From an optimization exercise on the open Yosys and OpenROAD flow, aimed at small area and a short achievable clock period; shortcuts taken in it are not production practice.
At most, simulation tests tie the RTL to the original design; equivalence was not proved.
For runs 1, 4 and 7, only the layout was checked, not whether the RTL still works.
Power and IR drop assume default switching activity.

File: config.mk
export PLATFORM = sky130hd
export DESIGN_NAME = ColorDetect
export DESIGN_NICKNAME = ColorDetect
export VERILOG_FILES = /design/flow/design.v
export SDC_FILE = /design/flow/constraint.sdc
export NUM_CORES = 4
export LEC_CHECK = 0
export ABC_AREA = 1
export CAP_MARGIN = 20
export CORE_MARGIN = 2
export CORE_UTILIZATION = 40
export SLEW_MARGIN = 20
File: constraint.sdc
create_clock -name core_clock -period 100.0 [get_ports {clk}]
set_input_delay 20.0000 -clock core_clock [delete_from_list [all_inputs] [get_ports {clk}]]
set_output_delay 20.0000 -clock core_clock [all_outputs]
set_load 0.01 [all_outputs]
File: design.v
`timescale 1ns / 1ps
module ColorDetect(
    input reset_n,
    input clk,
    input enable,
    input [23:0] DATA_IN,
    input DATA_IN_VALID,
    input [10:0] X_VALUE,
    input [9:0] Y_VALUE,
    input [1:0] COLOR,
    input [31:0] FRAME_WAIT,
    output [31:0] COORDINATE,
    output READY
    );
    localparam KX = 4;   
    localparam KY = 4;   
    reg ready;
    reg en;
    reg [15:0] frames;
    reg [19:0] count;            
    reg [10:0] x_q0;             
    reg x_neg;                   
    reg [19:0] x_part;           
    reg [10:KX] x_qhi;           
    reg [9:0] y_q0;
    reg y_neg;
    reg [19:0] y_part;
    reg [9:KY] y_qhi;
    wire sof = (X_VALUE == 11'd0) && (Y_VALUE == 10'd0);
    wire run = enable && reset_n;
    wire hit = (frames == FRAME_WAIT[15:0]);
    wire [15:0] frames_inc;
    Increment #(.N(16)) fi (.a(frames), .ci(DATA_IN_VALID && sof), .s(frames_inc));
    always @(posedge clk) begin
        en <= run && hit;
        if (!run || hit)
            frames <= 16'd0;
        else
            frames <= frames_inc;
    end
    always @(posedge clk)
        ready <= (X_VALUE == 11'd1279) && (Y_VALUE == 10'd719) && !ready;
    wire [7:0] r = DATA_IN[23:16];
    wire [7:0] g = DATA_IN[15:8];
    wire [7:0] b = DATA_IN[7:0];
    reg match;
    always @(*) begin
        case (COLOR)
            2'b00: match = (r >= 8'd180) && (g <= 8'd80) && (b <= 8'd80);
            2'b01: match = (r < 8'd80) && (g > 8'd180) && (b < 8'd80);
            2'b10: match = (r < 8'd80) && (g < 8'd80) && (b > 8'd180);
            default: match = (r > 8'd200) && (g > 8'd200) && (b < 8'd80);
        endcase
    end
    wire [10:0] qx;
    wire [19:0] rx;
    wire [9:0] qy;
    wire [19:0] ry;
    CentroidFinish #(.W(11), .K0(KX)) fx (.q0(x_q0), .neg(x_neg), .part(x_part), .qhi(x_qhi), .d(count), .q(qx), .r(rx));
    CentroidFinish #(.W(10), .K0(KY)) fy (.q0(y_q0), .neg(y_neg), .part(y_part), .qhi(y_qhi), .d(count), .q(qy), .r(ry));
    wire take = DATA_IN_VALID && match;
    wire [19:0] dn;
    Increment #(.N(20)) ci (.a(count), .ci(take), .s(dn));
    wire nx_neg, ny_neg;
    wire [19:0] nx_part, ny_part;
    wire [10:KX] nx_qhi;
    wire [9:KY] ny_qhi;
    CentroidStart #(.W(11), .K0(KX)) sx (.q(qx), .r(rx), .v(X_VALUE), .take(take), .d(dn), .neg(nx_neg), .part(nx_part), .qhi(nx_qhi));
    CentroidStart #(.W(10), .K0(KY)) sy (.q(qy), .r(ry), .v(Y_VALUE), .take(take), .d(dn), .neg(ny_neg), .part(ny_part), .qhi(ny_qhi));
    wire clr = !reset_n || !en;
    always @(posedge clk) begin
        if (clr || (DATA_IN_VALID && sof)) begin
            count <= {19'd0, !clr && match};
            x_q0 <= 11'd0;
            x_neg <= 1'b0;
            x_part <= 20'd0;
            x_qhi <= 0;
            y_q0 <= 10'd0;
            y_neg <= 1'b0;
            y_part <= 20'd0;
            y_qhi <= 0;
        end else begin
            count <= dn;
            x_q0 <= qx;
            x_neg <= nx_neg;
            x_part <= nx_part;
            x_qhi <= nx_qhi;
            y_q0 <= qy;
            y_neg <= ny_neg;
            y_part <= ny_part;
            y_qhi <= ny_qhi;
        end
    end
    assign COORDINATE = {5'd0, qx, 6'd0, qy};
    assign READY = ready;
endmodule
module Increment #(parameter N = 8) (
    input [N-1:0] a,
    input ci,
    output [N-1:0] s
    );
    wire [N:0] c;
    assign c[0] = ci;
    genvar j;
    generate
        for (j = 0; j < N; j = j + 1) begin : bit_
            assign s[j] = a[j] ^ c[j];
            assign c[j+1] = a[j] & c[j];
        end
    endgenerate
endmodule
module RippleAdd #(parameter N = 8) (
    input [N-1:0] a,
    input [N-1:0] b,
    input ci,
    output [N-1:0] s,
    output co
    );
    wire [N:0] c;
    assign c[0] = ci;
    genvar j;
    generate
        for (j = 0; j < N; j = j + 1) begin : bit_
            assign s[j] = a[j] ^ b[j] ^ c[j];
            assign c[j+1] = (a[j] & b[j]) | (a[j] & c[j]) | (b[j] & c[j]);
        end
    endgenerate
    assign co = c[N];
endmodule
module RippleSub #(parameter N = 8) (
    input [N-1:0] a,
    input [N-1:0] b,
    output [N-1:0] f,
    output ge
    );
    wire [N:0] bw;
    assign bw[0] = 1'b0;
    genvar j;
    generate
        for (j = 0; j < N; j = j + 1) begin : bit_
            assign bw[j+1] = (~a[j] & (b[j] | bw[j])) | (b[j] & bw[j]);
        end
    endgenerate
    assign f = b ^ bw[N-1:0];
    assign ge = ~bw[N];
endmodule
module DivStage #(parameter W = 11, parameter I = 1) (
    input [W:0] a,
    input [19:0] d,
    output [W:0] an,
    output qb
    );
    localparam K = W + 1 - I;
    wire [K-1:0] f;
    wire ge;
    RippleSub #(.N(K)) sub (.a(a[W:I]), .b(d[K-1:0]), .f(f), .ge(ge));
    assign qb = ge & ~|d[19:K];
    assign an = {a[W:I] ^ (f & {K{qb}}), a[I-1:0]};
endmodule
module CentroidStart #(parameter W = 11, parameter K0 = 4) (
    input [W-1:0] q,
    input [19:0] r,
    input [W-1:0] v,
    input take,
    input [19:0] d,
    output neg,
    output [19:0] part,
    output [W-1:K0] qhi
    );
    wire [20:0] o1 = {1'b0, r};
    wire [20:0] o2 = {{(21-W){1'b0}}, v & {W{take}}};
    wire [20:0] o3 = {{(21-W){1'b1}}, ~(q & {W{take}})};
    wire [20:0] cs = o1 ^ o2 ^ o3;
    wire [20:0] cc = (o1 & o2) | (o1 & o3) | (o2 & o3);
    wire [20:0] n;
    wire co;
    RippleAdd #(.N(21)) add (.a(cs), .b({cc[19:0], 1'b0}), .ci(1'b1), .s(n), .co(co));
    assign neg = n[20];
    wire [19:0] m = n[19:0] ^ {20{neg}};
    wire [W:0] a [K0:W];
    assign a[W] = m[W:0];
    genvar i;
    generate
        for (i = W - 1; i >= K0; i = i - 1) begin : stage
            DivStage #(.W(W), .I(i)) st (.a(a[i+1]), .d(d), .an(a[i]), .qb(qhi[i]));
        end
    endgenerate
    assign part = {m[19:W+1], a[K0]};
endmodule
module CentroidFinish #(parameter W = 11, parameter K0 = 4) (
    input [W-1:0] q0,
    input neg,
    input [19:0] part,
    input [W-1:K0] qhi,
    input [19:0] d,
    output [W-1:0] q,
    output [19:0] r
    );
    wire [W:0] a [0:K0];
    wire [K0-1:0] qlo;
    assign a[K0] = part[W:0];
    genvar i;
    generate
        for (i = K0 - 1; i >= 1; i = i - 1) begin : stage
            DivStage #(.W(W), .I(i)) st (.a(a[i+1]), .d(d), .an(a[i]), .qb(qlo[i]));
        end
    endgenerate
    wire [19:0] p = {part[19:W+1], a[1]};
    wire [19:0] f0;
    wire ge0;
    RippleSub #(.N(20)) sub0 (.a(p), .b(d), .f(f0), .ge(ge0));
    wire [19:0] t0 = p ^ f0;
    wire [19:0] u;
    wire cu;
    RippleAdd #(.N(20)) add2 (.a({d[18:0], 1'b0}), .b(~p), .ci(1'b0), .s(u), .co(cu));
    assign qlo[0] = ge0;
    assign r = neg ? (ge0 ? u : ~t0) : (p ^ (f0 & {20{ge0}}));
    wire [W-1:0] quo = {qhi, qlo};
    wire cq;
    RippleAdd #(.N(W)) addq (.a(q0), .b(quo ^ {W{neg}}), .ci(1'b0), .s(q), .co(cq));
endmodule
File: flow/run.sh
#!/bin/bash
# Standard layout, except: synthesis leaves adders to ABC (no full-adder
# cells), timing repair aims at a shorter period than the clock's (a larger
# setup slack margin), and the port buffers are buf_2 cells.
set -euo pipefail
export BUFFER_PORTS_ARGS="-buffer_cell sky130_fd_sc_hd__buf_2"
bash standard.sh "ADDER_MAP_FILE=" "SETUP_SLACK_MARGIN=66" "BUFFER_PORTS_ARGS=-buffer_cell sky130_fd_sc_hd__buf_2" finish > standard.log 2>&1
File: standard.sh
#!/bin/bash
# synth_recipe.tcl (not shown) runs the flow's synth.tcl, then flattens the netlist and writes it again
# the make line also repeats each setting of config.mk as NAME=value (left out here)
make -C /OpenROAD-flow-scripts/flow DESIGN_CONFIG=/design/flow/config.mk WORK_HOME=/design/flow/orfs CLKGATE_MAP_FILE= SYNTH_SCRIPT=/design/flow/synth_recipe.tcl "${@:-finish}"
==> results of run 1 <==
layout by cell type (no fill, tap or decap), types with 47 or more instances in the layout:
cell	count
nand4_1	66
nand2_2	180
xnor2_1	72
buf_2	87
dfxtp_1	110
o21ai_0	69
inv_1	369
buf_4	79
nand3_2	70
nand2_1	866
a21oi_1	47
nor2_1	218
nand3_1	243
xor2_1	156
timing repair:
| item | 4_1_cts | 5_1_grt |
|---|---|---|
| cloned | 0 | 3 |
| buffers inserted | 0 | 69 |
| resized for setup | 5 | 191 |
| endpoints found under the setup margin | 2 | 30 |
| pin swaps | 0 | 114 |
registers in the layout (all words and copies together) (netlist names):
name,cells
x_q0,11
x_qhi,7
en,1
count,20
y_part,20
y_q0,10
x_part,20
y_neg,1
y_qhi,6
ready,1
frames,16
x_neg,1
how the worst max path moves through the flow:
stage	startpoint	to	cells after the start
after floorplan	DATA_IN[3]	x_part[10]$_SDFF_PN0_	115
after global placement	DATA_IN[3]	x_part[4]$_SDFF_PN0_	118
after detailed placement	DATA_IN[21]	x_part[4]$_SDFF_PN0_	119
after CTS	count[0]$_DFF_P_	COORDINATE[9]	129
after global routing	count[0]$_DFF_P_	COORDINATE[9]	127
final	count[19]$_SDFF_PN0_	COORDINATE[9]	114
logic make-up after synthesis:
kind of cell / Yosys count / share of synthesized area (%)
AND/OR/NAND/NOR: 1804 / 50.0
buffers and inverters: 498 / 14.0
XOR/XNOR: 243 / 13.2
AO/OA/AOI/OAI: 238 / 9.06
flip-flops: 114 / 13.6
other: 1 / 0.0224
critical path: cells and delay by family, from the launching register on:
family	cells	cell delay, ps
compound gates	17	3070
xor+xnor	3	630
buf+inv	12	1210
flops	1	390
simple gates	82	7420
per-layer routing:
metal  wire, um  share of wire, %  vias to the layer above  global-route usage, %
li1           -                 -                     9359                      -
met1      23400                45                     8201                   28.8
met2      23700                46                      429                   37.5
met3       3140               6.1                       71                   5.15
met4       1410               2.7                        0                   7.96
met5          0                 0                        -                      0
metrics by stage:
stage                     util, %  worst slack [ps]  cell area (um^2)  power (uW)
final                        46.7             66750             19200         164
after global routing         46.7             65590             19200         174
after CTS                    43.5             66040             17900         165
after detailed placement     41.9             65570             17200        94.8
after global placement       41.9             65990             17200        94.0
after floorplan                 -             68730             16800        86.5
area by class of cell:
type                       instances  area, um^2
sequential                       114        2290
timing repair buffer             178        1240
fill                            4300       21900
clock buffer                      17         425
tap                              532         666
multi-input combinational       2296       12800
inverter                         414        1590
clock inverter                    15         205
power by group:
part	internal (uW)	switching, uW
combinational	17.3	32.4
sequential	45.4	0.0000697
clock	41.9	27.4
total	105	59.8
cell usage after synthesis, types with 3 or more instances:
library cell | count | share of area [%]
xor2_2 | 5 | 0.49
o21bai_1 | 4 | 0.18
nand3_2 | 44 | 2.6
and2_1 | 3 | 0.11
dfxtp_1 | 114 | 14
nand2_4 | 18 | 1.2
buf_6 | 19 | 1.3
nand2_1 | 930 | 21
a32oi_1 | 5 | 0.26
buf_2 | 3 | 0.090
buf_4 | 17 | 0.76
a21oi_4 | 5 | 0.49
a31oi_1 | 5 | 0.19
nand3_1 | 271 | 8.1
xor2_1 | 159 | 8.3
clkbuf_8 | 21 | 1.7
nand3b_1 | 23 | 1.0
a21oi_2 | 8 | 0.42
o211ai_1 | 32 | 1.4
nor3_1 | 13 | 0.39
nand3_4 | 3 | 0.31
o31ai_1 | 3 | 0.13
nor4_1 | 12 | 0.45
inv_4 | 3 | 0.11
nand2_2 | 132 | 4.9
o2111ai_1 | 3 | 0.16
nand4_1 | 66 | 2.5
inv_1 | 377 | 8.4
or2_1 | 6 | 0.22
clkinv_1 | 8 | 0.18
o21ai_0 | 70 | 2.1
o21ai_1 | 28 | 0.84
or2_2 | 19 | 0.71
xnor2_1 | 75 | 3.9
o21ai_2 | 5 | 0.26
inv_2 | 26 | 0.58
nor2_1 | 233 | 5.2
clkbuf_1 | 17 | 0.38
nor2_2 | 21 | 0.78
a21oi_1 | 51 | 1.5
==> out/results.txt, run 1 <==
CTS hold repair buffers = 0
Leakage = 0.0103 uW
worst reg2reg path depth = 198
VDD IR max = 12.0 uV
YS warnings = 5
Post-DRT Antenna Nets = 0
clock skew = 13.9 ps
Mapped Avg Cell Area = 5.78 um^2
CP Capture Type = primary output
Setup crit start kind = register
Crit path largest cell delay = 390 ps
Initial Util = 40.7%
Worst Hold End = frames[9]$_SDFF_PP0_
pin count of the biggest net entering global routing = 57
CP Class = reg2out
vias post-DR = 18100
root buffer cell = clkbuf_16
die area = 0.0435 mm^2
Synth Instances = 2898
# nets final = 3104
share of cells above drive strength 1 = 21.7%
Top Ports = 116
Longest Clk Path Bufs = 2
# clock sinks = 114
slew at the pin closest to its max-slew limit = 869 ps
worst r2r dst = x_part[10]$_SDFF_PN0_
Seq cells post-synth = 114
WP data required = 80000 ps
WP data arrival = 13250 ps
TritonCTS clock tree = yes
Hold Path Depth = 2
Std-Cell Rows = 74
status = timing/DRC/antenna clean
Crit-path slowest cell = dfxtp_1
H-Tree Depth = 4
MaxCap Viol Count = 0
routability cong. = 0.938
Synth-to-Final Area Change = 14.7%
Max Clk Rate = 0.0301 GHz
crit share post-route = 33.2%
RSZ-0062 raised after global routing = true
Ant. Diodes = 0
overall routing resource usage = 22.6%
Core Box Area = 0.0411 mm^2
Vias/cell = 5.06
worst-path maximum fanout = 7
vias in the first global route = 16100
fin crit period = 33250 ps
number of flops mapped to enable cells by yosys = 0
hold_sp = frames[9]$_SDFF_PP0_
PD cells = 8.56 mW/mm^2
Worst-path clk slew = 60 ps
placed cell count = 3462
initial antenna violation count = 0
R2R setup slack = 78820 ps
Critical Path Most Common Cell = nand2_2
initial drt markers = 963
sequential fraction of the synthesis area = 13.6%
Total Wirelength = 51.6 mm
relative slew slack = 42.0%
cts bufs inserted = 17
Critical R2R Launch = count[1]$_SDFF_PN0_
GRT overflow = 0
DR pass1 iterations = 6
post-route setup TNS = 0 ps
max-slew violation count = 0
final setup vio count = 0
# DRC = 0
Fin. Hold Viols = 0
Async SR Flop Fraction = 0%
global-route wire length before repair = 79.3 mm
hpwl dp = 38.7 mm
Die Y = 209 um
Final Non-Filler Cells = 3566
cell area after synthesis = 0.0167 mm^2
Die Width = 209 um
library cells used by synthesis = 70
Hold Crit Class = reg2reg
IO buf count = 88
ys flop type = dfxtp_1
Skew-Pair Late Insertion Delay = 470 ps
Wirelength per Cell = 14.5 um
Hold WS = 498 ps
==> inputs of run 2 (changes only) <==
--- a/design.v
+++ b/design.v
@@ -178,3 +178,3 @@
     assign neg = n[20];
-    wire [19:0] m = n[19:0] ^ {20{neg}};
+    wire [19:0] m = {n[19:W] & {(20-W){~neg}}, n[W-1:0] ^ {W{neg}}};
     wire [W:0] a [K0:W];
@@ -212,7 +212,7 @@
     wire [19:0] t0 = p ^ f0;
-    wire [19:0] u;
+    wire [W:0] u;
     wire cu;
-    RippleAdd #(.N(20)) add2 (.a({d[18:0], 1'b0}), .b(~p), .ci(1'b0), .s(u), .co(cu));
+    RippleAdd #(.N(W+1)) add2 (.a({d[W-1:0], 1'b0}), .b(~p[W:0]), .ci(1'b0), .s(u), .co(cu));
     assign qlo[0] = ge0;
-    assign r = neg ? (ge0 ? u : ~t0) : (p ^ (f0 & {20{ge0}}));
+    assign r = neg ? (ge0 ? {{(19-W){1'b0}}, u} : ~t0) : (p ^ (f0 & {20{ge0}}));
     wire [W-1:0] quo = {qhi, qlo};
==> run 2 against run 1 <==
  * Still clean on timing, DRC and antenna
  * First-iteration DRC count is 1.2% lower
  * Cell area is 6.4% lower
  * Die area is 6.6% lower
  * Critical path depth is 13 higher
  * Sequential power hardly changed
  * Sequential cell count stayed put
  * Clock skew hardly changed
  * Combinational power is 6.8% higher
  * Non-clock buffer count is 15 lower
  * Register-to-register slack better by 140 ps
  * Worst hold slack worse by 18 ps
==> out/results.txt, run 2 <==
status = timing/DRC/antenna clean (unchanged)
crit share post-route = 33.5% (was 33.2%)
post-synthesis mux area share = 0% (unchanged)
Seq cells post-synth = 114 (unchanged)
# nets final = 2885 (was 3104)
share of cells above drive strength 1 = 21.5% (was 21.7%)
GRT overflow = 0 (unchanged)
Initial Util = 40.5% (was 40.7%)
Ant. Diodes = 0 (unchanged)
largest registers = count x20, x_part x20, y_part x20 (unchanged)
Die Width = 202 um (was 209 um)
DR pass1 iterations = 6 (unchanged)
worst-path maximum fanout = 8 (was 7)
slew at the pin closest to its max-slew limit = 1130 ps (was 869 ps)
initial drt markers = 951 (was 963)
RSZ-0062 raised after global routing = true (unchanged)
Post-DRT Antenna Nets = 0 (unchanged)
Setup crit start kind = register (unchanged)
complex-gate fraction of the synthesized area = 8.80% (was 9.06%)
post-route setup TNS = 0 ps (unchanged)
Synth Instances = 2679 (was 2898)
Worst-path clk slew = 60 ps (about the same)
max-slew violation count = 0 (unchanged)
xor/xnor cell area share of the yosys netlist = 13.0% (was 13.2%)
most common cell after layout, fill and taps aside = nand2_1 (unchanged)
relative slew slack = 24.2% (was 42.0%)
root buffer cell = clkbuf_16 (unchanged)
CP Capture Type = primary output (unchanged)
Leakage = 0.00928 uW (was 0.0103 uW)
library cells used by synthesis = 67 (was 70)
Fin. Hold Viols = 0 (unchanged)
IO buf count = 88 (unchanged)
post-synthesis simple-gate area fraction = 49.7% (was 50.0%)
Total Wirelength = 45.9 mm (was 51.6 mm)
PD cells = 9.21 mW/mm^2 (was 8.56 mW/mm^2)
cell area after synthesis = 0.0156 mm^2 (was 0.0167 mm^2)
Core Box Area = 0.0386 mm^2 (was 0.0411 mm^2)
VDD IR max = 12.2 uV (was 12.0 uV)
ys flop type = dfxtp_1 (unchanged)
Longest Clk Path Bufs = 2 (unchanged)
pin count of the biggest net entering global routing = 58 (was 57)
WP data required = 80000 ps (about the same)
placed cell count = 3236 (was 3462)
CP Class = reg2out (unchanged)
Crit path max-delay family = simple AND/OR/NAND/NOR gates (unchanged)
initial antenna violation count = 0 (unchanged)
die area = 0.0406 mm^2 (was 0.0435 mm^2)
overall routing resource usage = 21.8% (was 22.6%)
fin crit period = 33460 ps (was 33250 ps)
Max Clk Rate = 0.0299 GHz (was 0.0301 GHz)
vias post-DR = 16600 (was 18100)
hold_sp = frames[15]$_SDFF_PP0_ (was frames[9]$_SDFF_PP0_)
Skew-Pair Late Insertion Delay = 460 ps (was 470 ps)
YS warnings = 5 (unchanged)
Synth-to-Final Area Change = 15.2% (was 14.7%)
most frequent cells in the layout = 767 x nand2_1, 342 x inv_1, 270 x nand3_1 (was 866 x nand2_1, 369 x inv_1, 243 x nand3_1)
Final Non-Filler Cells = 3333 (was 3566)
largest family of logic cells by synthesized area = simple AND/OR/NAND/NOR gates (unchanged)
Fillers = 4124 (was 4300)
hpwl dp = 34.3 mm (was 38.7 mm)
Hold WS = 480 ps (was 498 ps)
Mapped Avg Cell Area = 5.83 um^2 (was 5.78 um^2)
adder-cell share of the synthesized area = 0% (unchanged)
cts bufs inserted = 17 (unchanged)
Wirelength per Cell = 13.8 um (was 14.5 um)
global-route wire length before repair = 71.7 mm (was 79.3 mm)
Crit-path slowest cell = dfxtp_4 (was dfxtp_1)
# clock sinks = 114 (unchanged)
routability cong. = 0.926 (was 0.938)
clock skew = 14.3 ps (was 13.9 ps)
most frequent cells after synthesis = 828 x nand2_1, 346 x inv_1, 285 x nand3_1 (was 930 x nand2_1, 377 x inv_1, 271 x nand3_1)
H-Tree Depth = 4 (unchanged)
critical path startpoint = count[1]$_SDFF_PN0_ (was count[19]$_SDFF_PN0_)
Synth top area share = 19.9% (was 20.8%)
Die Y = 202 um (was 209 um)
final core occ = 46.7% (about the same)
Hold Crit Class = reg2reg (unchanged)
top-count cell post-synth = nand2_1 (unchanged)
Std-Cell Rows = 72 (was 74)
Top Ports = 116 (unchanged)
Vias/cell = 4.97 (was 5.06)
MaxCap Viol Count = 0 (unchanged)
WP data arrival = 13460 ps (was 13250 ps)
vias in the first global route = 14900 (was 16100)
number of flops mapped to enable cells by yosys = 0 (unchanged)
final setup vio count = 0 (unchanged)
Crit path largest cell delay = 350 ps (was 390 ps)
sequential fraction of the synthesis area = 14.6% (was 13.6%)
WP buf/inv = 13 (was 12)
Critical Path Most Common Cell = nand2_2 (unchanged)
Async SR Flop Fraction = 0% (unchanged)
Critical R2R Launch = count[2]$_SDFF_PN0_ (was count[1]$_SDFF_PN0_)
# DRC = 0 (unchanged)
TritonCTS clock tree = yes (unchanged)
CTS hold repair buffers = 0 (unchanged)
synth top area cells = nand2_1 20%, dfxtp_1 15%, nand3_1 9.1%, inv_1 8.3%, xor2_1 6.3% (was nand2_1 21%, dfxtp_1 14%, inv_1 8.4%, xor2_1 8.3%, nand3_1 8.1%)
largest area contributor in the netlist = nand2_1 (unchanged)
## run 2: cell count changes after synthesis, moves of 10 or more
cell	previous run	this run
xnor2_2	2	12
o21a_1	1	14
xor2_1	159	113
xnor2_1	75	90
nand2_1	930	828
buf_6	19	9
nor2_2	21	7
nor2_1	233	215
nand3_1	271	285
o21ai_0	70	54
nand2_2	132	120
inv_1	377	346
## run 2: kinds of logic after synthesis
| logic type | Yosys count |
|---|---|
| buffers and inverters | 459 |
| other | 1 |
| XOR/XNOR | 219 |
| flip-flops | 114 |
| AND/OR/NAND/NOR | 1666 |
| AO/OA/AOI/OAI | 220 |
## run 2: layout make-up
class / instances / area (um^2) / area share (%)
repair inverters: 1 / 6.26 / 0.0348
clock buffers: 17 / 425 / 2.36
inverters: 386 / 1520 / 8.46
repair buffers: 163 / 1120 / 6.23
clock inverters: 15 / 199 / 1.11
flip-flops and latches: 114 / 2290 / 12.7
multi-input cells: 2119 / 11800 / 65.5
well taps: 518 / 648 / 3.60
## run 2: what timing repair did
action,CTS,global route
cloned,1,6
resized for setup,8,166
pin swaps,1,79
setup buffers,4,54
setup endpoints to repair,12,32
## run 2: worst min-delay path, delay by kind of cell, from the launching register on
family	cells	cell delay, ps
compound gates	1	50
flops	1	320
buf+inv	1	60
## run 2: where the power goes
part | total [uW] | switching [uW] | internal (uW)
Sequential | 45.4 | 0.0000442 | 45.4
Clock | 67.2 | 27.3 | 40.0
Combinational | 53.1 | 34.3 | 18.8
## run 2: final timing paths
kind	end	slack, ps	depth (start not counted)
worst max-delay path	COORDINATE[9]	66540	127
worst min-delay path	frames[15]$_SDFF_PP0_	480	2
worst max register to register	x_part[10]$_SDFF_PN0_	78960	202
worst min register to register	frames[15]$_SDFF_PP0_	480	2
## run 2: stage by stage
stage                     instance area (um^2)  setup slack [ps]  power, uW
after floorplan                          15700             69190       87.7
after global placement                   16200             65610       96.8
after CTS                                16900             65990        166
after global routing                     18000             65330        176
final                                    18000             66540        166
after detailed placement                 16200             65220       97.6
## run 2: routing by layer
metal | GRT usage [%] | part of all wire, % | vias to the layer above
li1 | - | - | 8693
met1 | 27.2 | 45 | 7428
met2 | 38.2 | 47 | 381
met3 | 2.82 | 4.5 | 77
met4 | 8.48 | 3.7 | 0
met5 | 0 | 0 | -
==> inputs of run 3 (changes only) <==
--- a/design.v
+++ b/design.v
@@ -14,4 +14,4 @@
     );
-    localparam KX = 4;   
-    localparam KY = 4;   
+    localparam KX = 5;   
+    localparam KY = 5;   
     reg ready;
==> flow/run.sh (replaced) <==
#!/bin/bash
# Standard layout, except: synthesis leaves adders to ABC (no full-adder
# cells), and the port buffers are buf_2 cells.
set -euo pipefail
export BUFFER_PORTS_ARGS="-buffer_cell sky130_fd_sc_hd__buf_2"
bash standard.sh "ADDER_MAP_FILE=" "BUFFER_PORTS_ARGS=-buffer_cell sky130_fd_sc_hd__buf_2" finish > standard.log 2>&1
==> run 3 against run 2 <==
  * Still clean
  * Global-route usage grew 1.1 points
  * Clock skew grew 0.68 ps
  * Die area shrank 2.7%
  * Core utilization shrank 3.8 points
  * Worst hold slack gained 37 ps
  * Clock-buffer cell count shrank 8
  * Critical endpoint unchanged
==> out/results.txt, run 3 <==
VDD IR max = 8.68 uV (was 12.2 uV)
final core occ = 42.8% (was 46.7%)
Comb pwr share = 33.1% (was 32.0%)
cts bufs inserted = 9 (was 17)
most frequent cells in the layout = 901 x nand2_1, 317 x inv_1, 291 x nand3_1 (was 767 x nand2_1, 342 x inv_1, 270 x nand3_1)
# clock sinks = 112 (was 114)
largest area contributor in the netlist = nand2_1 (unchanged)
GRT overflow = 0 (unchanged)
WP data required = 80000 ps (about the same)
GR Util met1 = 29.4% (was 27.2%)
Crit-path slowest cell = xor2_1 (was dfxtp_4)
number of flops mapped to enable cells by yosys = 0 (unchanged)
Synth-to-Final Area Change = 5.94% (was 15.2%)
Post-DRT Antenna Nets = 0 (unchanged)
Mapped Avg Cell Area = 5.67 um^2 (was 5.83 um^2)
Crit path largest cell delay = 340 ps (was 350 ps)
Skew-Pair Late Insertion Delay = 400 ps (was 460 ps)
status = timing/DRC/antenna clean (unchanged)
Int Power = 77.9 uW (was 104 uW)
Vias/cell = 5.04 (was 4.97)
crit share post-route = 35.9% (was 33.5%)
TritonCTS clock tree = yes (unchanged)
pin count of the biggest net entering global routing = 59 (was 58)
RSZ-0062 raised after global routing = false (was true)
Hold WS = 516 ps (was 480 ps)
Seq cells post-synth = 112 (was 114)
placed inst area = 0.0158 mm^2 (was 0.0162 mm^2)
Total Wirelength = 45.1 mm (was 45.9 mm)
Top Ports = 116 (unchanged)
Worst-path clk slew = 100 ps (was 60 ps)
routability cong. = 0.926 (about the same)
WP data arrival = 15860 ps (was 13460 ps)
Setup crit start kind = register (unchanged)
Longest Clk Path Bufs = 2 (unchanged)
CTS hold repair buffers = 0 (unchanged)
CP Capture Type = primary output (unchanged)
synth top area cells = nand2_1 22%, dfxtp_1 15%, nand3_1 9.6%, inv_1 7.8%, xor2_1 5.8% (was nand2_1 20%, dfxtp_1 15%, nand3_1 9.1%, inv_1 8.3%, xor2_1 6.3%)
# DRC = 0 (unchanged)
Die Y = 199 um (was 202 um)
Fin. Hold Viols = 0 (unchanged)
cell area after synthesis = 0.0152 mm^2 (was 0.0156 mm^2)
GRT Max-Usage Layer = met2 (unchanged)
Critical Path Most Common Cell = nand2_1 (was nand2_2)
sequential fraction of the synthesis area = 14.8% (was 14.6%)
Async SR Flop Fraction = 0% (unchanged)
Die Width = 199 um (was 202 um)
die area = 0.0396 mm^2 (was 0.0406 mm^2)
Leakage = 0.00849 uW (was 0.00928 uW)
largest registers = count x20, x_part x20, y_part x20 (unchanged)
DR pass1 iterations = 8 (was 6)
Sequential Power Share = 34.6% (was 27.4%)
initial drt markers = 1040 (was 951)
root buffer cell = clkbuf_16 (unchanged)
post-route setup TNS = 0 ps (unchanged)
relative slew slack = 31.5% (was 24.2%)
Synth Instances = 2681 (was 2679)
met2 global-route usage = 40.0% (was 38.2%)
setup ws final = 64140 ps (was 66540 ps)
overall routing resource usage = 23.0% (was 21.8%)
clock skew = 14.9 ps (was 14.3 ps)
# nets final = 2810 (was 2885)
share of cells above drive strength 1 = 13.1% (was 21.5%)
most frequent cells after synthesis = 902 x nand2_1, 317 x inv_1, 291 x nand3_1 (was 828 x nand2_1, 346 x inv_1, 285 x nand3_1)
Std-Cell Rows = 71 (was 72)
vias post-DR = 16400 (was 16600)
initial antenna violation count = 0 (unchanged)
final setup vio count = 0 (unchanged)
ys flop type = dfxtp_1 (unchanged)
fin crit period = 35860 ps (was 33460 ps)
global-route wire length before repair = 72.1 mm (was 71.7 mm)
CP Class = reg2out (unchanged)
CTS resizes = 0 (was 8)
Post-CTS Setup Bufs = 0 (was 4)
hpwl dp = 36.0 mm (was 34.3 mm)
Sw Ratio = 39.4% (was 37.2%)
YS warnings = 5 (unchanged)
Synth top area share = 22.3% (was 19.9%)
sw power = 50.7 uW (was 61.6 uW)
library cells used by synthesis = 62 (was 67)
GR Util met3 = 2.58% (was 2.82%)
vias in the first global route = 14700 (was 14900)
PD cells = 7.99 mW/mm^2 (was 9.21 mW/mm^2)
Max Clk Rate = 0.0279 GHz (was 0.0299 GHz)
Initial Util = 40.4% (was 40.5%)
MaxCap Viol Count = 0 (unchanged)
slew at the pin closest to its max-slew limit = 1020 ps (was 1130 ps)
pre-CTS setup slack = 64600 ps (was 65220 ps)
final non-filler cell area = 0.0161 mm^2 (was 0.0180 mm^2)
Clk pwr share = 32.2% (was 40.6%)
top-count cell post-synth = nand2_1 (unchanged)
max-slew violation count = 0 (unchanged)
Wirelength per Cell = 13.9 um (was 13.8 um)
H-Tree Depth = 3 (was 4)
IO buf count = 88 (unchanged)
most common cell after layout, fill and taps aside = nand2_1 (unchanged)
Core Box Area = 0.0376 mm^2 (was 0.0386 mm^2)
worst-path maximum fanout = 20 (was 8)
Hold Crit Class = reg2reg (unchanged)
==> run 3: cell families (layout without fill, tap and decap cells) <==
| family | count (synthesis) | in the layout | synth area share, % |
|---|---|---|---|
| flip-flops | 112 | 112 | 14.8 |
| other | 1 | 12 | 0.0247 |
| buffers and inverters | 442 | 483 | 13.4 |
| XOR/XNOR | 204 | 204 | 12.0 |
| AND/OR/NAND/NOR | 1718 | 1718 | 51.3 |
| AO/OA/AOI/OAI | 204 | 204 | 8.59 |
==> run 3: cell type report <==
cell class | instances | area (um^2)
Antenna cell | 1 | 2.50
Clock buffer | 9 | 225
Clock inverter | 7 | 98.8
Fill cell | 4117 | 21500
Inverter | 367 | 1390
Multi-Input combinational cell | 2137 | 11000
Sequential cell | 112 | 2240
Tap cell | 511 | 639
Timing Repair Buffer | 100 | 531
==> run 3: final timing paths <==
path | to | slack (ps) | from | cells after the start
setup / recovery | COORDINATE[9] | 64140 | count[0]$_DFF_P_ | 145
hold / removal | ready$_DFF_P_ | 520 | ready$_DFF_P_ | 3
setup reg to reg | x_part[5]$_SDFF_PN0_ | 78130 | count[4]$_SDFF_PN0_ | 199
hold reg to reg | ready$_DFF_P_ | 520 | ready$_DFF_P_ | 3
==> run 3: layer usage <==
layer  vias up  share of wire (%)
li1       8596                  -
met1      7369                 46
met2       340                 47
met3        47                4.9
met4         0                2.4
met5         -                  0
==> run 3: worst max-delay path: cells and delay by family, from the launching register on <==
family / cells / cell delay [ps]
and+or+nand+nor: 103 / 9380
buffers and inverters: 18 / 1900
DFF: 1 / 320
AOI/OAI and AO/OA: 20 / 2900
xor gates and xnor gates: 4 / 920
==> run 3: through the flow <==
step | power [uW] | cells
after floorplan | 79.4 | 2691
after global placement | 86.8 | 3227
after detailed placement | 87.6 | 3227
after CTS | 130 | 3243
after global routing | 137 | 3243
final | 129 | 3244
==> run 3: power by group through the flow <==
stage               combinational [uW]  clock (uW)  sequential, uW
floorplan                         33.8           0            45.6
global placement                  41.2           0            45.6
detailed placement                42.0           0            45.6
CTS                               42.3        42.7            44.6
global route                      47.9        44.2            44.6
finish                            42.6        41.5            44.6
==> inputs of run 4 (changes only) <==
--- a/design.v
+++ b/design.v
@@ -178,3 +178,3 @@
     assign neg = n[20];
-    wire [19:0] m = {n[19:W] & {(20-W){~neg}}, n[W-1:0] ^ {W{neg}}};
+    wire [19:0] m = n[19:0] ^ {20{neg}};
     wire [W:0] a [K0:W];
@@ -212,7 +212,7 @@
     wire [19:0] t0 = p ^ f0;
-    wire [W:0] u;
+    wire [19:0] u;
     wire cu;
-    RippleAdd #(.N(W+1)) add2 (.a({d[W-1:0], 1'b0}), .b(~p[W:0]), .ci(1'b0), .s(u), .co(cu));
+    RippleAdd #(.N(20)) add2 (.a({d[18:0], 1'b0}), .b(~p), .ci(1'b0), .s(u), .co(cu));
     assign qlo[0] = ge0;
-    assign r = neg ? (ge0 ? {{(19-W){1'b0}}, u} : ~t0) : (p ^ (f0 & {20{ge0}}));
+    assign r = neg ? (ge0 ? u : ~t0) : (p ^ (f0 & {20{ge0}}));
     wire [W-1:0] quo = {qhi, qlo};
==> run 4 against run 3 <==
  * Still clean on timing, DRC and antenna
  * Combinational power is essentially flat
  * Sequential share of layout area shrank 0.83 points
  * Routed wire length grew 3.3%
  * Power shrank 1.7%
  * Clock skew grew 5.1 ps
  * Worst hold slack lost 19 ps
  * Sequential cell count is the same
  * Synthesized cell count grew 6.5%
  * Area after synthesis grew 8.0%
  * Final cell count grew 5.6%
  * Critical path depth shrank 4
  * Clock-buffer cell count is the same
==> out/results.txt, run 4 <==
status = timing/DRC/antenna clean (unchanged)
sequential fraction of the synthesis area = 13.7% (was 14.8%)
Async SR Flop Fraction = 0% (unchanged)
Critical Path Most Common Cell = nand2_1 (unchanged)
fin crit period = 37350 ps (was 35860 ps)
root buffer cell = clkbuf_16 (unchanged)
ys flop type = dfxtp_1 (unchanged)
Std-Cell Rows = 74 (was 71)
WP data required = 80000 ps (about the same)
DR pass1 iterations = 5 (was 8)
# nets final = 2972 (was 2810)
crit share post-route = 37.3% (was 35.9%)
most frequent cells after synthesis = 988 x nand2_1, 340 x inv_1, 302 x nand3_1 (was 902 x nand2_1, 317 x inv_1, 291 x nand3_1)
sequential cell area = 0.00224 mm^2 (unchanged)
MaxCap Viol Count = 0 (unchanged)
Die Y = 207 um (was 199 um)
Total Wirelength = 46.6 mm (was 45.1 mm)
multi-input logic area = 0.0119 mm^2 (was 0.0110 mm^2)
Crit path largest cell delay = 940 ps (was 340 ps)
most frequent cells in the layout = 988 x nand2_1, 340 x inv_1, 301 x nand3_1 (was 901 x nand2_1, 317 x inv_1, 291 x nand3_1)
PD cells = 7.38 mW/mm^2 (was 7.99 mW/mm^2)
WP data arrival = 17350 ps (was 15860 ps)
max-slew violation count = 0 (unchanged)
relative slew slack = 31.6% (was 31.5%)
cell area after synthesis = 0.0164 mm^2 (was 0.0152 mm^2)
share of cells above drive strength 1 = 13.4% (was 13.1%)
RSZ-0062 raised after global routing = false (unchanged)
Fillers = 4367 (was 4117)
# clock sinks = 112 (unchanged)
Longest Clk Path Bufs = 2 (unchanged)
library cells used by synthesis = 66 (was 62)
IO buf count = 88 (unchanged)
Wirelength per Cell = 13.6 um (was 13.9 um)
CTS hold repair buffers = 0 (unchanged)
largest area contributor in the netlist = nand2_1 (unchanged)
hold_sp = frames[11]$_SDFF_PP0_ (was ready$_DFF_P_)
final non-filler cell area = 0.0171 mm^2 (was 0.0161 mm^2)
Synth-to-Final Area Change = 4.33% (was 5.94%)
global-route wire length before repair = 76.4 mm (was 72.1 mm)
Core Box Area = 0.0406 mm^2 (was 0.0376 mm^2)
Skew-Pair Late Insertion Delay = 400 ps (about the same)
post-route setup TNS = 0 ps (unchanged)
Synth top area share = 22.6% (was 22.3%)
Max Clk Rate = 0.0268 GHz (was 0.0279 GHz)
worst r2r dst = y_part[5]$_SDFF_PN0_ (was x_part[5]$_SDFF_PN0_)
synth top area cells = nand2_1 23%, dfxtp_1 14%, nand3_1 9.2%, xor2_1 8.0%, inv_1 7.8% (was nand2_1 22%, dfxtp_1 15%, nand3_1 9.6%, inv_1 7.8%, xor2_1 5.8%)
die area = 0.0427 mm^2 (was 0.0396 mm^2)
Worst Hold End = frames[11]$_SDFF_PP0_ (was ready$_DFF_P_)
Fin. Hold Viols = 0 (unchanged)
hpwl dp = 36.8 mm (was 36.0 mm)
Post-DRT Antenna Nets = 0 (unchanged)
Critical R2R Launch = count[1]$_SDFF_PN0_ (was count[4]$_SDFF_PN0_)
Setup crit start kind = register (unchanged)
VDD IR max = 8.17 uV (was 8.68 uV)
Hold Path Depth = 2 (was 3)
largest registers = count x20, x_part x20, y_part x20 (unchanged)
Synth Instances = 2854 (was 2681)
overall routing resource usage = 22.2% (was 23.0%)
TritonCTS clock tree = yes (unchanged)
number of flops mapped to enable cells by yosys = 0 (unchanged)
Crit-path slowest cell = dfxtp_1 (was xor2_1)
CP Capture Type = primary output (unchanged)
GRT overflow = 0 (unchanged)
Leakage = 0.00933 uW (was 0.00849 uW)
YS warnings = 5 (unchanged)
# DRC = 0 (unchanged)
R2R setup slack = 77200 ps (was 78130 ps)
slew at the pin closest to its max-slew limit = 1020 ps (about the same)
vias post-DR = 17400 (was 16400)
initial antenna violation count = 0 (unchanged)
most common cell after layout, fill and taps aside = nand2_1 (unchanged)
clock skew = 20.1 ps (was 14.9 ps)
CTS resizes = 0 (unchanged)
Seq cells post-synth = 112 (unchanged)
Vias/cell = 5.07 (was 5.04)
worst reg2reg path depth = 192 (was 199)
Worst-path clk slew = 90 ps (was 100 ps)
Die Width = 207 um (was 199 um)
Post-CTS Setup Bufs = 0 (unchanged)
initial drt markers = 1264 (was 1040)
H-Tree Depth = 3 (unchanged)
cts bufs inserted = 9 (unchanged)
Mapped Avg Cell Area = 5.75 um^2 (was 5.67 um^2)
vias in the first global route = 15700 (was 14700)
final setup vio count = 0 (unchanged)
Top Ports = 116 (unchanged)
placed inst area = 0.0168 mm^2 (was 0.0158 mm^2)
Initial Util = 40.4% (about the same)
top-count cell post-synth = nand2_1 (unchanged)
CP Class = reg2out (unchanged)
Hold Crit Class = reg2reg (unchanged)
routability cong. = 0.927 (was 0.926)
Ant. Diodes = 0 (was 1)
worst-path maximum fanout = 52 (was 20)
pin count of the biggest net entering global routing = 61 (was 59)
run 4: power breakdown:
part / switching, uW / total, uW / internal [uW]
sequential: 0.0000440 / 44.6 / 44.6
combinational: 28.2 / 42.4 / 14.2
clock: 21.6 / 39.4 / 17.8
total: 49.8 / 126 / 76.5
run 4: cell families after synthesis:
group	count (synthesis)	synth area share (%)
flip-flops	112	13.7
XOR/XNOR	231	12.7
AO/OA/AOI/OAI	228	8.84
other	1	0.0228
AND/OR/NAND/NOR	1816	50.5
buffers and inverters	466	14.3
run 4: per-stage QoR:
step | setup WS [ps] | hold slack (ps) | std cells | power, uW | util, %
after floorplan | 67680 | 468 | 2864 | 78.8 | -
after global placement | 63630 | 478 | 3410 | 87.1 | 41.4
after detailed placement | 63240 | 484 | 3410 | 87.7 | 41.4
after CTS | 62780 | 501 | 3426 | 128 | 42.1
after global routing | 60560 | 517 | 3426 | 135 | 42.1
final | 62650 | 498 | 3426 | 126 | 42.1
run 4: area by class of cell:
| type | count | area share (%) |
|---|---|---|
| Clock inverter | 7 | 0.453 |
| Timing Repair Buffer | 97 | 2.97 |
| Tap cell | 532 | 3.89 |
| Multi-Input combinational cell | 2286 | 69.4 |
| Inverter | 383 | 8.93 |
| Sequential cell | 112 | 13.1 |
| Clock buffer | 9 | 1.32 |
run 4: per-layer routing:
| layer | global-route usage (%) | part of all wire [%] |
|---|---|---|
| met1 | 28.5 | 46 |
| met2 | 38.8 | 47 |
| met3 | 2.23 | 4.0 |
| met4 | 7.22 | 2.8 |
| met5 | 0 | 0 |
run 4: critical path, delay by kind of cell (launching register included):
kind,cells,cell delay [ps]
flip-flops,1,940
XOR/XNOR,3,600
AND/OR/NAND/NOR,112,10760
buffers and inverters,5,740
AO/OA/AOI/OAI,21,3810
run 4: worst max-delay path by stage:
stage                   startpoint       endpoint  slack, ps  depth (start not counted)
3_3_place_gp   count[1]$_SDFF_PN0_  COORDINATE[9]      63630                        141
6_report       count[1]$_SDFF_PN0_  COORDINATE[9]      62650                        141
4_1_cts        count[1]$_SDFF_PN0_  COORDINATE[9]      62780                        141
5_1_grt        count[1]$_SDFF_PN0_  COORDINATE[9]      60560                        141
3_5_place_dp   count[1]$_SDFF_PN0_  COORDINATE[9]      63240                        141
2_1_floorplan     count[0]$_DFF_P_  COORDINATE[9]      67680                        140
==> inputs of run 5 (changes only) <==
--- a/design.v
+++ b/design.v
@@ -14,4 +14,4 @@
     );
-    localparam KX = 5;   
-    localparam KY = 5;   
+    localparam KX = 4;   
+    localparam KY = 4;   
     reg ready;
@@ -178,3 +178,3 @@
     assign neg = n[20];
-    wire [19:0] m = n[19:0] ^ {20{neg}};
+    wire [19:0] m = {n[19:W] & {(20-W){~neg}}, n[W-1:0] ^ {W{neg}}};
     wire [W:0] a [K0:W];
@@ -212,7 +212,7 @@
     wire [19:0] t0 = p ^ f0;
-    wire [19:0] u;
+    wire [W:0] u;
     wire cu;
-    RippleAdd #(.N(20)) add2 (.a({d[18:0], 1'b0}), .b(~p), .ci(1'b0), .s(u), .co(cu));
+    RippleAdd #(.N(W+1)) add2 (.a({d[W-1:0], 1'b0}), .b(~p[W:0]), .ci(1'b0), .s(u), .co(cu));
     assign qlo[0] = ge0;
-    assign r = neg ? (ge0 ? u : ~t0) : (p ^ (f0 & {20{ge0}}));
+    assign r = neg ? (ge0 ? {{(19-W){1'b0}}, u} : ~t0) : (p ^ (f0 & {20{ge0}}));
     wire [W-1:0] quo = {qhi, qlo};
==> flow/run.sh (replaced) <==
#!/bin/bash
# Standard layout, except: synthesis leaves adders to ABC (no full-adder
# cells), and the port buffers are buf_1 cells.
set -euo pipefail
export BUFFER_PORTS_ARGS="-buffer_cell sky130_fd_sc_hd__buf_1"
bash standard.sh "ADDER_MAP_FILE=" "BUFFER_PORTS_ARGS=-buffer_cell sky130_fd_sc_hd__buf_1" finish > standard.log 2>&1
--- a/config.mk
+++ b/config.mk
@@ -10,3 +10,3 @@
 export CORE_MARGIN = 2
-export CORE_UTILIZATION = 40
+export CORE_UTILIZATION = 60
 export SLEW_MARGIN = 20
==> run 5 against run 4 <==
  * Still clean
  * Cell area shrank 4.0%
  * Worst hold slack lost 19 ps
  * Setup slack gained 2600 ps
  * Global-route usage grew 8.4 points
  * Critical endpoint unchanged
  * Synthesized cell count shrank 6.1%
  * Routed wire length shrank 11%
  * Non-clock buffer count grew 2
  * Maximum frequency grew 7.4%
  * Largest power group is now clock
  * Final cell count shrank 10%
  * Clock-buffer cell count grew 8
==> out/results.txt, run 5 <==
Max Clk Rate = 0.0288 GHz (was 0.0268 GHz)
Critical Path Most Common Cell = nand2_1 (unchanged)
share of cells above drive strength 1 = 12.2% (was 13.4%)
Synth-to-Final Area Change = 5.19% (was 4.33%)
sequential fraction of the synthesis area = 14.6% (was 13.7%)
PD cells = 10.0 mW/mm^2 (was 7.38 mW/mm^2)
Hold Path Depth = 2 (unchanged)
Hold Crit Class = reg2reg (unchanged)
Seq cells post-synth = 114 (was 112)
Longest Clk Path Bufs = 2 (unchanged)
cts bufs inserted = 17 (was 9)
Crit path max-delay family = simple AND/OR/NAND/NOR gates (unchanged)
most frequent cells after synthesis = 828 x nand2_1, 346 x inv_1, 285 x nand3_1 (was 988 x nand2_1, 340 x inv_1, 302 x nand3_1)
hold_sp = frames[11]$_SDFF_PP0_ (unchanged)
Final Non-Filler Cells = 3082 (was 3426)
IO buf count = 88 (unchanged)
root buffer cell = clkbuf_16 (unchanged)
met2 global-route usage = 52.4% (was 38.8%)
vias post-DR = 16400 (was 17400)
worst r2r dst = y_part[4]$_SDFF_PN0_ (was y_part[5]$_SDFF_PN0_)
slew at the pin closest to its max-slew limit = 1190 ps (was 1020 ps)
fin crit period = 34780 ps (was 37350 ps)
hpwl dp = 32.9 mm (was 36.8 mm)
# clock sinks = 114 (was 112)
Critical R2R Launch = count[0]$_DFF_P_ (was count[1]$_SDFF_PN0_)
Setup crit start kind = register (unchanged)
worst reg2reg path depth = 195 (was 192)
top-count cell post-synth = nand2_1 (unchanged)
Die Y = 165 um (was 207 um)
MaxCap Viol Count = 0 (unchanged)
initial drt markers = 976 (was 1264)
Worst-path clk slew = 70 ps (was 90 ps)
Hold WS = 479 ps (was 498 ps)
R2R setup slack = 78130 ps (was 77200 ps)
CP Class = reg2out (unchanged)
WP data arrival = 14780 ps (was 17350 ps)
Initial Util = 60.5% (was 40.4%)
WP depth = 128 (was 141)
GRT overflow = 0 (unchanged)
Crit-path slowest cell = dfxtp_1 (unchanged)
WP buf/inv = 12 (was 5)
Wirelength per Cell = 13.5 um (was 13.6 um)
synth top area cells = nand2_1 20%, dfxtp_1 15%, nand3_1 9.1%, inv_1 8.3%, xor2_1 6.3% (was nand2_1 23%, dfxtp_1 14%, nand3_1 9.2%, xor2_1 8.0%, inv_1 7.8%)
post-route setup TNS = 0 ps (unchanged)
CP Capture Type = primary output (unchanged)
GR Util met1 = 39.2% (was 28.5%)
Worst Hold End = frames[11]$_SDFF_PP0_ (unchanged)
overall routing resource usage = 30.6% (was 22.2%)
placed cell count = 3050 (was 3410)
Vias/cell = 5.32 (was 5.07)
number of flops mapped to enable cells by yosys = 0 (unchanged)
Core Box Area = 0.0258 mm^2 (was 0.0406 mm^2)
vias in the first global route = 14500 (was 15700)
status = timing/DRC/antenna clean (unchanged)
largest area contributor in the netlist = nand2_1 (unchanged)
Die Width = 165 um (was 207 um)
library cells used by synthesis = 67 (was 66)
Synth Instances = 2679 (was 2854)
GR Util met3 = 3.90% (was 2.23%)
# DRC = 0 (unchanged)
final setup vio count = 0 (unchanged)
Post-DRT Antenna Nets = 0 (unchanged)
Total Wirelength = 41.5 mm (was 46.6 mm)
Std-Cell Rows = 59 (was 74)
Mapped Avg Cell Area = 5.83 um^2 (was 5.75 um^2)
max-slew violation count = 0 (unchanged)
global-route wire length before repair = 67.3 mm (was 76.4 mm)
TritonCTS clock tree = yes (unchanged)
largest registers = count x20, x_part x20, y_part x20 (unchanged)
worst-path maximum fanout = 30 (was 52)
# nets final = 2817 (was 2972)
clock skew = 19.3 ps (was 20.1 ps)
initial antenna violation count = 0 (unchanged)
Post-CTS Setup Bufs = 0 (unchanged)
CTS resizes = 0 (unchanged)
crit share post-route = 34.8% (was 37.3%)
routability cong. = 0.890 (was 0.927)
YS warnings = 5 (unchanged)
Async SR Flop Fraction = 0% (unchanged)
die area = 0.0273 mm^2 (was 0.0427 mm^2)
relative slew slack = 19.9% (was 31.6%)
most frequent cells in the layout = 827 x nand2_1, 346 x inv_1, 285 x nand3_1 (was 988 x nand2_1, 340 x inv_1, 301 x nand3_1)
RSZ-0062 raised after global routing = false (unchanged)
most common cell after layout, fill and taps aside = nand2_1 (unchanged)
pin count of the biggest net entering global routing = 57 (was 61)
Crit path largest cell delay = 900 ps (was 940 ps)
Synth top area share = 19.9% (was 22.6%)
cell area after synthesis = 0.0156 mm^2 (was 0.0164 mm^2)
Ant. Diodes = 0 (unchanged)
Skew-Pair Late Insertion Delay = 430 ps (was 400 ps)
Leakage = 0.00852 uW (was 0.00933 uW)
CTS hold repair buffers = 0 (unchanged)
DR pass1 iterations = 5 (unchanged)
ys flop type = dfxtp_1 (unchanged)
Fin. Hold Viols = 0 (unchanged)
Top Ports = 116 (unchanged)
WP data required = 80000 ps (about the same)
VDD IR max = 7.26 uV (was 8.17 uV)
H-Tree Depth = 4 (was 3)
GRT Max-Usage Layer = met2 (unchanged)
-- run 5: worst reg2reg max path, delay by kind of cell (launching register included) --
kind	cells	cell delay, ps
and+or+nand+nor	155	14940
AOI/OAI and AO/OA	22	3480
DFF	1	900
buffers and inverters	13	1120
xor gates and xnor gates	5	1340
-- run 5: final cells by class --
class / count / area (um^2)
Timing Repair Buffer: 99 / 413
Fill cell: 2592 / 9410
Tap cell: 335 / 419
Sequential cell: 114 / 2280
Clock buffer: 17 / 425
Multi-Input combinational cell: 2116 / 11200
Inverter: 386 / 1480
Clock inverter: 15 / 194
-- run 5: worst max-delay path by stage --
stage                   startpoint              endpoint  slack [ps]
2_1_floorplan  count[1]$_SDFF_PN0_         COORDINATE[9]       69190
3_3_place_gp           DATA_IN[20]  x_part[9]$_SDFF_PN0_       65870
3_5_place_dp           DATA_IN[20]  x_part[9]$_SDFF_PN0_       65480
4_1_cts           count[0]$_DFF_P_         COORDINATE[9]       65380
5_1_grt           count[0]$_DFF_P_         COORDINATE[9]       63280
6_report          count[0]$_DFF_P_         COORDINATE[9]       65220
-- run 5: logic make-up after synthesis --
| logic type | share of synthesized area, % |
|---|---|
| AOI/OAI and AO/OA | 8.80 |
| and+or+nand+nor | 49.7 |
| other | 0.0240 |
| xor gates and xnor gates | 13.0 |
| DFF | 14.6 |
| buffers and inverters | 13.8 |
-- run 5: power breakdown --
part           internal (uW)  switching, uW
Combinational           17.8           34.1
Sequential              45.4      0.0000592
Clock                   40.1           27.1
Total                    103           61.2
-- run 5: per-layer routing --
metal  share of wire [%]  routed length, um
met3                 5.3               2200
met1                  46              18900
met5                   0                  0
met2                  46              19200
met4                 2.9               1200
-- run 5: per-stage QoR --
step           util (%)  power [uW]  cell area, um^2  setup WS, ps
4_1_cts            63.6         165            16400         65380
6_report           63.6         165            16400         65220
2_1_floorplan         -        87.7            15700         69190
3_5_place_dp       61.2        97.5            15800         65480
3_3_place_gp       61.2        96.5            15800         65870
5_1_grt            63.6         174            16400         63280
==> inputs of run 6 (changes only) <==
--- a/config.mk
+++ b/config.mk
@@ -10,3 +10,3 @@
 export CORE_MARGIN = 2
-export CORE_UTILIZATION = 60
+export CORE_UTILIZATION = 40
 export SLEW_MARGIN = 20
==> run 6 against run 5 <==
  * Routed wire length rose by 5.0%
  * First-iteration DRC count fell by 14%
  * Synthesized cell count stayed put
  * Maximum frequency fell by 0.18%
  * Final cell count is 6.0% higher
  * Clock power is 0.9% lower
  * Cell area is 1.5% higher
  * Setup slack worse by 62 ps
  * Worst hold slack got worse by 3.0 ps
  * Largest cell class unchanged
==> out/results.txt, run 6 <==
status = timing/DRC/antenna clean (unchanged)
CTS hold repair buffers = 0 (unchanged)
IO buf count = 88 (unchanged)
most frequent cells in the layout = 827 x nand2_1, 346 x inv_1, 285 x nand3_1 (unchanged)
Skew-Pair Late Insertion Delay = 440 ps (was 430 ps)
sequential cell area = 0.00228 mm^2 (unchanged)
Crit path largest cell delay = 530 ps (was 900 ps)
CTS resizes = 0 (unchanged)
Worst-path clk slew = 60 ps (was 70 ps)
Initial Util = 40.5% (was 60.5%)
vias post-DR = 16200 (was 16400)
fin crit period = 34840 ps (was 34780 ps)
Clk pwr share = 40.8% (about the same)
Ant. Diodes = 0 (unchanged)
Synth-to-Final Area Change = 6.72% (was 5.19%)
Total Wirelength = 43.6 mm (was 41.5 mm)
Std-Cell Rows = 72 (was 59)
Mapped Avg Cell Area = 5.83 um^2 (unchanged)
VDD IR max = 11.4 uV (was 7.26 uV)
WP data required = 80000 ps (about the same)
Leakage = 0.00853 uW (was 0.00852 uW)
Synth top area share = 19.9% (unchanged)
Post-DRT Antenna Nets = 0 (unchanged)
Async SR Flop Fraction = 0% (unchanged)
root buffer cell = clkbuf_16 (unchanged)
Core Box Area = 0.0386 mm^2 (was 0.0258 mm^2)
placed cell count = 3234 (was 3050)
top-count cell post-synth = nand2_1 (unchanged)
global-route wire length before repair = 71.8 mm (was 67.3 mm)
RSZ-0062 raised after global routing = false (unchanged)
Final Non-Filler Cells = 3266 (was 3082)
Fillers = 4271 (was 2592)
Max Clk Rate = 0.0287 GHz (was 0.0288 GHz)
Critical Path Most Common Cell = nand2_1 (unchanged)
crit share post-route = 34.8% (about the same)
cell area after synthesis = 0.0156 mm^2 (unchanged)
routability cong. = 0.976 (was 0.890)
Sw Ratio = 36.8% (was 37.2%)
# nets final = 2818 (was 2817)
worst reg2reg path depth = 195 (unchanged)
multi-input logic area = 0.0112 mm^2 (unchanged)
YS warnings = 5 (unchanged)
clock skew = 13.0 ps (was 19.3 ps)
Setup crit start kind = register (unchanged)
Top Ports = 116 (unchanged)
Comb pwr share = 31.4% (was 31.6%)
# DRC = 0 (unchanged)
most common cell after layout, fill and taps aside = nand2_1 (unchanged)
Fin. Hold Viols = 0 (unchanged)
Hold Crit Class = reg2reg (unchanged)
Crit-path slowest cell = dfxtp_1 (unchanged)
sw power = 60.0 uW (was 61.2 uW)
PD cells = 9.78 mW/mm^2 (was 10.0 mW/mm^2)
WP data arrival = 14840 ps (was 14780 ps)
CP Capture Type = primary output (unchanged)
max-slew violation count = 0 (unchanged)
WP depth = 129 (was 128)
Crit path max-delay family = simple AND/OR/NAND/NOR gates (unchanged)
die area = 0.0406 mm^2 (was 0.0273 mm^2)
Post-CTS Setup Bufs = 0 (unchanged)
relative slew slack = 18.4% (was 19.9%)
# clock sinks = 114 (unchanged)
synth top area cells = nand2_1 20%, dfxtp_1 15%, nand3_1 9.1%, inv_1 8.3%, xor2_1 6.3% (unchanged)
H-Tree Depth = 4 (unchanged)
Wirelength per Cell = 13.4 um (was 13.5 um)
DR pass1 iterations = 5 (unchanged)
library cells used by synthesis = 67 (unchanged)
WP buf/inv = 12 (unchanged)
Int Power = 103 uW (about the same)
Seq cells post-synth = 114 (unchanged)
sequential fraction of the synthesis area = 14.6% (unchanged)
Die Y = 202 um (was 165 um)
Sequential Power Share = 27.8% (was 27.6%)
pin count of the biggest net entering global routing = 58 (was 57)
MaxCap Viol Count = 0 (unchanged)
most frequent cells after synthesis = 828 x nand2_1, 346 x inv_1, 285 x nand3_1 (unchanged)
cts bufs inserted = 17 (unchanged)
number of flops mapped to enable cells by yosys = 0 (unchanged)
hpwl dp = 34.4 mm (was 32.9 mm)
worst-path maximum fanout = 30 (unchanged)
vias in the first global route = 15100 (was 14500)
GRT overflow = 0 (unchanged)
Hold Path Depth = 2 (unchanged)
post-route setup TNS = 0 ps (unchanged)
slew at the pin closest to its max-slew limit = 1210 ps (was 1190 ps)
initial drt markers = 843 (was 976)
Synth Instances = 2679 (unchanged)
ys flop type = dfxtp_1 (unchanged)
CP Class = reg2out (unchanged)
largest registers = count x20, x_part x20, y_part x20 (unchanged)
TritonCTS clock tree = yes (unchanged)
overall routing resource usage = 21.7% (was 30.6%)
largest area contributor in the netlist = nand2_1 (unchanged)
initial antenna violation count = 0 (unchanged)
final setup vio count = 0 (unchanged)
Die Width = 202 um (was 165 um)
share of cells above drive strength 1 = 12.2% (about the same)
Vias/cell = 4.96 (was 5.32)
Longest Clk Path Bufs = 2 (unchanged)
[run 6: power groups by stage]
stage | Sequential [uW] | Clock (uW) | Combinational, uW
detailed placement | 46.4 | 0 | 50.6
global route | 45.4 | 69.5 | 58.2
floorplan | 46.4 | 0 | 41.3
finish | 45.4 | 66.6 | 51.1
CTS | 45.4 | 68.0 | 51.0
global placement | 46.4 | 0 | 50.0
[run 6: cell families (layout without fill, tap and decap cells)]
family / Yosys count / count (layout) / synth area share, %
buf+inv: 459 / 518 / 13.8
simple gates: 1666 / 1666 / 49.7
flops: 114 / 114 / 14.6
xor+xnor: 219 / 219 / 13.0
other cells: 1 / 11 / 0.0240
compound gates: 220 / 220 / 8.80
[run 6: routing by layer]
layer  vias up  routed length [um]  global-route usage (%)  part of all wire (%)
li1       8552                   -                       -                     -
met1      7287               20100                    26.8                    46
met2       293               20100                    37.2                    46
met3        76                1610                    2.95                   3.7
met4         0                1810                    9.87                   4.1
met5         -                   0                       0                     0
[run 6: per-stage QoR]
step	instance area (um^2)	power, uW	util [%]	hold slack (ps)	setup slack, ps
2_1_floorplan	15700	87.7	-	451	69190
3_3_place_gp	16000	96.4	41.6	465	65970
3_5_place_dp	16000	97.0	41.6	469	65690
4_1_cts	16700	164	43.2	478	65150
5_1_grt	16700	173	43.2	513	62900
6_report	16700	163	43.2	476	65160
[run 6: worst min-delay path, cell delays in order (launching register included)]
cell     delay, ps
dfxtp_1        320
inv_1           60
a21oi_1         50
[run 6: path summary, 6_finish.rpt]
| kind | from | endpoint | slack, ps |
|---|---|---|---|
| worst max-delay path | count[1]$_SDFF_PN0_ | COORDINATE[9] | 65160 |
| worst min-delay path | frames[15]$_SDFF_PP0_ | frames[15]$_SDFF_PP0_ | 480 |
| worst max register to register | count[1]$_SDFF_PN0_ | y_part[4]$_SDFF_PN0_ | 78030 |
| worst min register to register | frames[15]$_SDFF_PP0_ | frames[15]$_SDFF_PP0_ | 480 |
[run 6: cell type report]
cell class,count,share of cell area [%]
multi-input cells,2116,67.3
flip-flops and latches,114,13.7
inverters,386,8.89
well taps,518,3.89
clock buffers,17,2.55
repair buffers,100,2.52
clock inverters,15,1.18
==> inputs of run 7 (changes only) <==
--- a/design.v
+++ b/design.v
@@ -15,3 +15,3 @@
     localparam KX = 4;   
-    localparam KY = 4;   
+    localparam KY = 3;   
     reg ready;
--- a/config.mk
+++ b/config.mk
@@ -11,2 +11,3 @@
 export CORE_UTILIZATION = 40
+export CTS_BUF_LIST = sky130_fd_sc_hd__clkbuf_4 sky130_fd_sc_hd__clkbuf_8
 export SLEW_MARGIN = 20
==> run 7 against run 6 <==
  * Critical endpoint is now y_part[3]$_SDFF_PN0_
  * Maximum frequency up 2.4%
  * Sequential share of layout area down 0.089 points
  * Highest routed layer unchanged
  * Setup slack better by 810 ps
  * Still clean
  * Area after synthesis up 2.7%
  * Register-to-register slack better by 670 ps
  * Core utilization down 0.53 points
  * Sequential cell count up 1
  * Routed wire length up 3.9%
  * Synthesized cell count up 1.1%
  * Clock skew up 8.9 ps
  * Via count up 1.8%
  * First-iteration DRC count up 2.3%
==> out/results.txt, run 7 <==
status = timing/DRC/antenna clean (unchanged)
clock skew = 21.9 ps (was 13.0 ps)
initial drt markers = 862 (was 843)
Post-CTS Setup Bufs = 0 (unchanged)
largest area contributor in the netlist = nand2_1 (unchanged)
Std-Cell Rows = 73 (was 72)
CTS resizes = 0 (unchanged)
vias in the first global route = 14900 (was 15100)
Fin. Hold Viols = 0 (unchanged)
Mapped Avg Cell Area = 5.92 um^2 (was 5.83 um^2)
number of flops mapped to enable cells by yosys = 0 (unchanged)
cts bufs inserted = 17 (unchanged)
Async SR Flop Fraction = 0% (unchanged)
Worst-path clk slew = 80 ps (was 60 ps)
routability cong. = 0.890 (was 0.976)
MaxCap Viol Count = 0 (unchanged)
most frequent cells after synthesis = 781 x nand2_1, 370 x inv_1, 275 x nand3_1 (was 828 x nand2_1, 346 x inv_1, 285 x nand3_1)
max-slew violation count = 0 (unchanged)
Die Width = 204 um (was 202 um)
Seq cells post-synth = 115 (was 114)
IO buf count = 88 (unchanged)
hpwl dp = 36.2 mm (was 34.4 mm)
largest registers = count x20, x_part x20, y_part x20 (unchanged)
Synth top area share = 18.3% (was 19.9%)
Vias/cell = 5.00 (was 4.96)
final non-filler cell area = 0.0169 mm^2 (was 0.0167 mm^2)
most common cell after layout, fill and taps aside = nand2_1 (unchanged)
initial antenna violation count = 1 (was 0)
TritonCTS clock tree = yes (unchanged)
Max Clk Rate = 0.0294 GHz (was 0.0287 GHz)
CP Class = in2reg (was reg2out)
Hold Crit Class = reg2reg (unchanged)
CTS hold repair buffers = 0 (unchanged)
root buffer cell = clkbuf_8 (was clkbuf_16)
WP data arrival = 34440 ps (was 14840 ps)
final setup vio count = 0 (unchanged)
CP Capture Type = register (was primary output)
worst-path maximum fanout = 15 (was 30)
pin count of the biggest net entering global routing = 56 (was 58)
die area = 0.0417 mm^2 (was 0.0406 mm^2)
Total Wirelength = 45.3 mm (was 43.6 mm)
fin crit period = 34040 ps (was 34840 ps)
cell area after synthesis = 0.0160 mm^2 (was 0.0156 mm^2)
Initial Util = 40.5% (about the same)
Longest Clk Path Bufs = 2 (unchanged)
synth top area cells = nand2_1 18%, dfxtp_1 14%, inv_1 8.7%, nand3_1 8.6%, xor2_1 5.7% (was nand2_1 20%, dfxtp_1 15%, nand3_1 9.1%, inv_1 8.3%, xor2_1 6.3%)
Synth Instances = 2709 (was 2679)
top-count cell post-synth = nand2_1 (unchanged)
library cells used by synthesis = 71 (was 67)
Skew-Pair Late Insertion Delay = 480 ps (was 440 ps)
# clock sinks = 115 (was 114)
Core Box Area = 0.0396 mm^2 (was 0.0386 mm^2)
# DRC = 0 (unchanged)
DR pass1 iterations = 6 (was 5)
H-Tree Depth = 4 (unchanged)
WP data required = 100410 ps (was 80000 ps)
Fillers = 4342 (was 4271)
relative slew slack = 37.1% (was 18.4%)
Die Y = 204 um (was 202 um)
Wirelength per Cell = 13.7 um (was 13.4 um)
YS warnings = 5 (unchanged)
Crit path largest cell delay = 480 ps (was 530 ps)
Hold WS = 484 ps (was 476 ps)
VDD IR max = 4.91 uV (was 11.4 uV)
Synth-to-Final Area Change = 5.49% (was 6.72%)
RSZ-0062 raised after global routing = false (unchanged)
Post-DRT Antenna Nets = 0 (unchanged)
global-route wire length before repair = 72.5 mm (was 71.8 mm)
Crit-path slowest cell = nor2_1 (was dfxtp_1)
vias post-DR = 16500 (was 16200)
most frequent cells in the layout = 780 x nand2_1, 370 x inv_1, 275 x nand3_1 (was 827 x nand2_1, 346 x inv_1, 285 x nand3_1)
-- run 7: cell types whose count changed in the layout (fill, tap and decap cells not counted), sizes merged, moves of 9 or more --
cell	before	now
a21oi	63	76
inv	383	399
nand2	970	952
nand4	59	68
o211ai	23	10
xnor2	102	112
-- run 7: report_power, final --
| part | leakage [uW] | internal (uW) | total [uW] | switching [uW] |
|---|---|---|---|---|
| clock network | 0.000183 | 20.8 | 44.2 | 23.3 |
| registers | 0.000926 | 45.7 | 45.7 | 0.0000457 |
| logic | 0.00764 | 20.0 | 57.0 | 37.0 |
| total | 0.00875 | 86.6 | 147 | 60.3 |
-- run 7: layer usage --
metal,share of wire [%],track usage (%),up-vias
met5,0,0,-
met4,2.7,7.69,0
met3,3.8,2.17,49
met2,46,36.8,294
met1,47,28.7,7523
li1,-,-,8634
-- run 7: layout make-up --
type                       count  area [um^2]  share of cell area (%)
antenna                        2         5.00                  0.0296
clock buffer                  19          255                    1.51
clock inverter                13          123                   0.724
inverter                     402         1520                    8.99
multi-input combinational   2127        11600                    68.8
sequential                   115         2300                    13.6
tap                          525          657                    3.88
timing repair buffer         100          420                    2.48
-- run 7: stage by stage --
step / std cells / total power, uW / util (%) / setup slack (ps)
after detailed placement: 3269 / 103 / 41.7 / 65530
after floorplan: 2719 / 92.8 / - / 68780
after global routing: 3302 / 157 / 42.7 / 63820
after CTS: 3301 / 148 / 42.7 / 66020
after global placement: 3269 / 102 / 41.7 / 65890
final: 3303 / 147 / 42.7 / 65960
-- run 7: worst paths after layout --
path,end,startpoint,slack [ps],cells past startpoint
min,frames[15]$_SDFF_PP0_,frames[15]$_SDFF_PP0_,480,2
min reg2reg,frames[15]$_SDFF_PP0_,frames[15]$_SDFF_PP0_,480,2
max,y_part[3]$_SDFF_PN0_,DATA_IN[3],65960,119
max reg2reg,y_part[3]$_SDFF_PN0_,count[0]$_DFF_P_,78700,188
-- run 7: logic make-up (layout without fill, tap and decap cells) --
kind of cell | Yosys count | in the layout | synth area share [%]
AO/OA/AOI/OAI | 229 | 229 | 9.05
flip-flops | 115 | 115 | 14.3
XOR/XNOR | 225 | 225 | 13.3
AND/OR/NAND/NOR | 1662 | 1662 | 49.9
other | 1 | 13 | 0.0234
buffers and inverters | 477 | 534 | 13.4
-- run 7: critical path, delay by kind of cell --
kind                   cells  cell delay, ps
AO/OA/AOI/OAI              5            1220
XOR/XNOR                   3             710
buffers and inverters     28            2440
AND/OR/NAND/NOR           83           10000
